This is an optimization exercise on Yosys and OpenROAD, whose aim is small area and a short achievable clock period, not a production implementation.
Function was checked by simulation only, so behaviour that the tests miss may differ from the original.

==> flow/design.v <==
module mac(A,
           B,
           C,
           D,
           clk,
           reset,
           Acc);
    input [7:0]A, B, C, D;
    input clk, reset;
    output [31:0] Acc;
    reg [31:0] Acc;
    always@(posedge clk, negedge reset)
    begin
        if (reset == 0)
            Acc <= 0;
        else
            Acc <= A * B + C * D + Acc;
    end
endmodule
==> flow/run.sh <==
#!/bin/bash
# synth_recipe.tcl (not shown) runs the flow's synth.tcl, then flattens the netlist and writes it again
# the make line also repeats each setting of config.mk as NAME=value (left out here)
make -C /OpenROAD-flow-scripts/flow DESIGN_CONFIG=/design/flow/config.mk WORK_HOME=/design/flow/orfs CLKGATE_MAP_FILE= SYNTH_SCRIPT=/design/flow/synth_recipe.tcl finish
==> flow/config.mk <==
export PLATFORM = sky130hd
export DESIGN_NAME = mac
export DESIGN_NICKNAME = mac
export VERILOG_FILES = /design/flow/design.v
export SDC_FILE = /design/flow/constraint.sdc
export NUM_CORES = 4
export LEC_CHECK = 0
export CAP_MARGIN = 20
export CORE_MARGIN = 2
export CORE_UTILIZATION = 40
export SLEW_MARGIN = 20
==> flow/constraint.sdc <==
create_clock -name core_clock -period 6.5 [get_ports {clk}]
set_input_delay 1.3000 -clock core_clock [delete_from_list [all_inputs] [get_ports {clk}]]
set_output_delay 1.3000 -clock core_clock [all_outputs]
set_load 0.01 [all_outputs]
==> run summary <==
[cells by family (layout without fill, tap and decap cells)]
family | count (synthesis) | in the layout | synth area share, %
adders and majority gates | 186 | 186 | 51.9
and+or+nand+nor | 169 | 169 | 14.4
buffers and inverters | 153 | 288 | 9.43
AOI/OAI and AO/OA | 64 | 64 | 7.46
DFF | 32 | 32 | 13.1
xor gates and xnor gates | 26 | 26 | 3.73
[per-layer routing]
layer	global-route usage (%)	wire length (um)	vias to the layer above
li1	-	-	2186
met1	25.7	6270	2187
met2	32.8	6950	73
met3	1.76	315	17
met4	5.43	244	0
met5	0	0	-
[Yosys cell counts, types with 2 or more instances]
| cell | count |
|---|---|
| a211oi_1 | 2 |
| a211oi_2 | 3 |
| a21o_1 | 5 |
| a21oi_1 | 24 |
| a31oi_1 | 2 |
| and2_1 | 83 |
| and3_1 | 2 |
| dfrtp_1 | 32 |
| fa_1 | 112 |
| ha_1 | 74 |
| inv_1 | 151 |
| nand2_1 | 60 |
| nand2b_1 | 5 |
| nand3_1 | 3 |
| nand4_1 | 2 |
| nor2_1 | 11 |
| o211ai_1 | 4 |
| o21a_1 | 2 |
| o21ai_0 | 4 |
| o21ai_1 | 5 |
| o21ai_2 | 2 |
| xnor2_1 | 14 |
| xor2_1 | 12 |
[per-stage QoR]
| step | cell area (um2) | setup TNS [ns] |
|---|---|---|
| 2_1_floorplan | 6100 | 0 |
| 3_3_place_gp | 7470 | -6.31 |
| 3_5_place_dp | 7470 | -8.48 |
| 4_1_cts | 7610 | 0 |
| 5_1_grt | 7630 | -0.00158 |
| 6_report | 7630 | 0 |
[cells in the final DEF, fill, tap and decap left out, types with 2 or more instances in the layout]
cell type / synthesis / layout
a21o_1: 5 / 4
clkbuf_2: 0 / 7
buf_4: 0 / 64
a31oi_1: 2 / 2
nand2b_1: 5 / 5
dlymetal6s2s_1: 0 / 2
nor2_1: 11 / 11
nand2_1: 60 / 60
o21a_1: 2 / 2
a211oi_2: 3 / 4
dlygate4sd2_1: 0 / 18
and2_1: 83 / 83
clkbuf_8: 0 / 2
and3_1: 2 / 2
nand3_1: 3 / 3
ha_1: 74 / 71
nand4_1: 2 / 2
a21oi_2: 0 / 3
o211ai_1: 4 / 4
o21ai_0: 4 / 4
fa_1: 112 / 111
o21ai_2: 2 / 3
a21oi_1: 24 / 21
inv_1: 151 / 151
dfrtp_1: 32 / 32
xnor2_1: 14 / 14
ha_4: 0 / 3
o21ai_1: 5 / 4
xor2_1: 12 / 12
clkdlybuf4s50_1: 0 / 36
clkbuf_16: 0 / 5
[what timing repair did]
action                     in CTS  in global routing
gates resized for setup        32                 26
pin swaps                       6                 12
setup endpoints to repair      18                 19
[cell type report]
class / instances / area (um2) / area share (%)
Multi-Input combinational cell: 445 / 4800 / 62.8
Timing Repair Buffer: 129 / 1080 / 14.1
Sequential cell: 32 / 801 / 10.5
Inverter: 152 / 571 / 7.47
Tap cell: 188 / 235 / 3.08
Clock buffer: 7 / 153 / 2.00
[worst max-delay path, cell delays in order]
cell,delay (ns)
clkdlybuf4s50_1,0.51
nand2_1,0.09
fa_1,0.50
fa_1,0.51
inv_1,0.05
fa_1,0.52
fa_2,0.58
fa_1,0.46
fa_1,0.50
ha_1,0.35
o21a_1,0.24
o21ai_2,0.21
a21o_1,0.17
a31oi_4,0.11
o2111ai_1,0.23
xnor2_1,0.14
[worst max path at each step]
stage | from | to | slack (ns) | depth (start not counted)
floorplan | B[4] | Acc[28] | 0.43 | 19
global placement | A[5] | Acc[28] | -0.39 | 18
detailed placement | B[4] | Acc[28] | -0.52 | 19
finish | B[7] | Acc[29] | 0.23 | 16
global route | D[2] | Acc[16] | -0.002 | 17
CTS | A[4] | Acc[28] | 0.03 | 18
==> reports/qor.yml <==
global_route:
  grt_pass1_vias: 5126
  grt_use_total_pct: 19.0
  grt_pass1_wl_mm: 25.0
  grt_start_max_net_pins: 33
  overflow: 0
  antenna_found_initial: 0
layout:
  final_layout_size_suffix_gt1_share_pct: 12.9
  largestRegisters: "Acc (32)"
  fin_cells: 953
  synthToLayoutAreaGrowth_pct: 25.1
  fillers: 1404
  fin_nets: 985
  fin_util_pct: 50.8
  antenna_cells: 0
  regMostFlops: "Acc"
  largest_reg_flops: 32
clock_tree:
  clock_path_buffers: 2
  clk_pin_slew_ns: 0.05
  cts_buffers: 5
  clock-sinks: 32
  ctsHoldBuffers: 0
  clkLatencyLatePin_ns: 0.27
  tritoncts: "yes"
  cts-root-buf: "clkbuf_16"
  cts_setup_buffers: 0
  h-tree-depth: 2
drt:
  firstDrtPassIters: 4
  route.detailed.drc: 0
  avgViaCountPerCell: 4.68
  via_count: 4463
  initialDrtViolationCount: 98
  routedWlPerCell_um: 14.5
  drtAntennaViolNets: 0
  wl_mm: 13.8
floorplanning:
  die_area_um2: 16300
  coreArea_um2: 15000
  rows: 45
  io_pins: 66
  dieWidth_um: 128
  fp.dieH_um: 128
  start_util_pct: 40.6
timing:
  worstMarginPinSlew_ns: 0.422
  min_period_over_period_pct: 96.4
  clock_skew_ns: 0.00590
  finalSetupViolCount: 0
  slew_viol_final: 0
  timing.final.hold_violations: 0
  max_freq_ghz: 0.160
  relSlewSlack_pct: 71.9
  rsz0062_at_grt: "true"
  fin_ws_ns: 0.235
  hold_ws_ns: 0.493
  layout_min_cycle_time_ns: 6.27
placement:
  portBuffers: 65
  post-place-ws_ns: -0.518
  dp_hpwl_mm: 12.4
  place_inst: 946
  place_congestion: 0.860
synthesis:
  syn_inst: 630
  synth_edf_count: 0
  yosysSeqAreaShare_pct: 13.1
  synth_seq_cells: 32
  ys_top_cells_by_area: "fa_1, ha_1, dfrtp_1, inv_1, and2_1"
  synth-async-reset-ratio_pct: 100
  synth_cell_types: 39
  synth_nets: 850
  yosysWarnings: 1
  synth_top_area_share_pct: 36.7
  synth_area_um2: 6100
  syn_avg_cell_area_um2: 9.69
  yosys.area.top_type: "fa_1"
  synthFlopType: "dfrtp_1"
critical_path:
  critPathMaxFanout: 4
  start_kind: "input port"
  timing.rr.end: "Acc[31]"
  crit_path_end_kind: "flip-flop"
  cp.arrival_ns: 6.46
  required_ns: 6.70
  r2r_start: "Acc[6]"
  rrSetupSlack_ns: 2.29
  critical_path_class: "input port to flip-flop"
  ff2ff_path_depth: 15
min_path:
  min_path_type: "flip-flop to flip-flop"
  min_to: "Acc[31]"
  min-delay-start: "Acc[31]"
  hold_path_depth: 1
run:
  drv_cap: 0
status:
  outcome: "timing/DRC/antenna clean"

-- port drivers added, routing unchanged --
The results above use ideal ports. As a check the final layout listed here was re-extracted and re-timed, cells and wires unchanged. Step 1 (the two cells are an assumption about what drives the block):
set clk [get_ports {clk}]
set_driving_cell -lib_cell sky130_fd_sc_hd__clkbuf_16 $clk
set_driving_cell -lib_cell sky130_fd_sc_hd__buf_2 [delete_from_list [all_inputs] $clk]
Step 2 moves the port delays by t, midway between the first and last clock arrival at a register: inputs arrive t later, outputs are due t later. That takes back most of the time a late clock gives input paths. Three values: ideal, step 1, step 2; two values: the first two.
shift t [ns]: 0.304
setup WS [ns]: 0.235 / 0.241 / -0.063
worst hold slack (ns): 0.493 / 0.493 / 0.493
worst setup path at the end: input to register
With both steps, setup timing fails in this run, where it was met with ideal ports. The setup slack of this run moves by +0.006 ns with the drivers and by -0.298 ns with both steps.
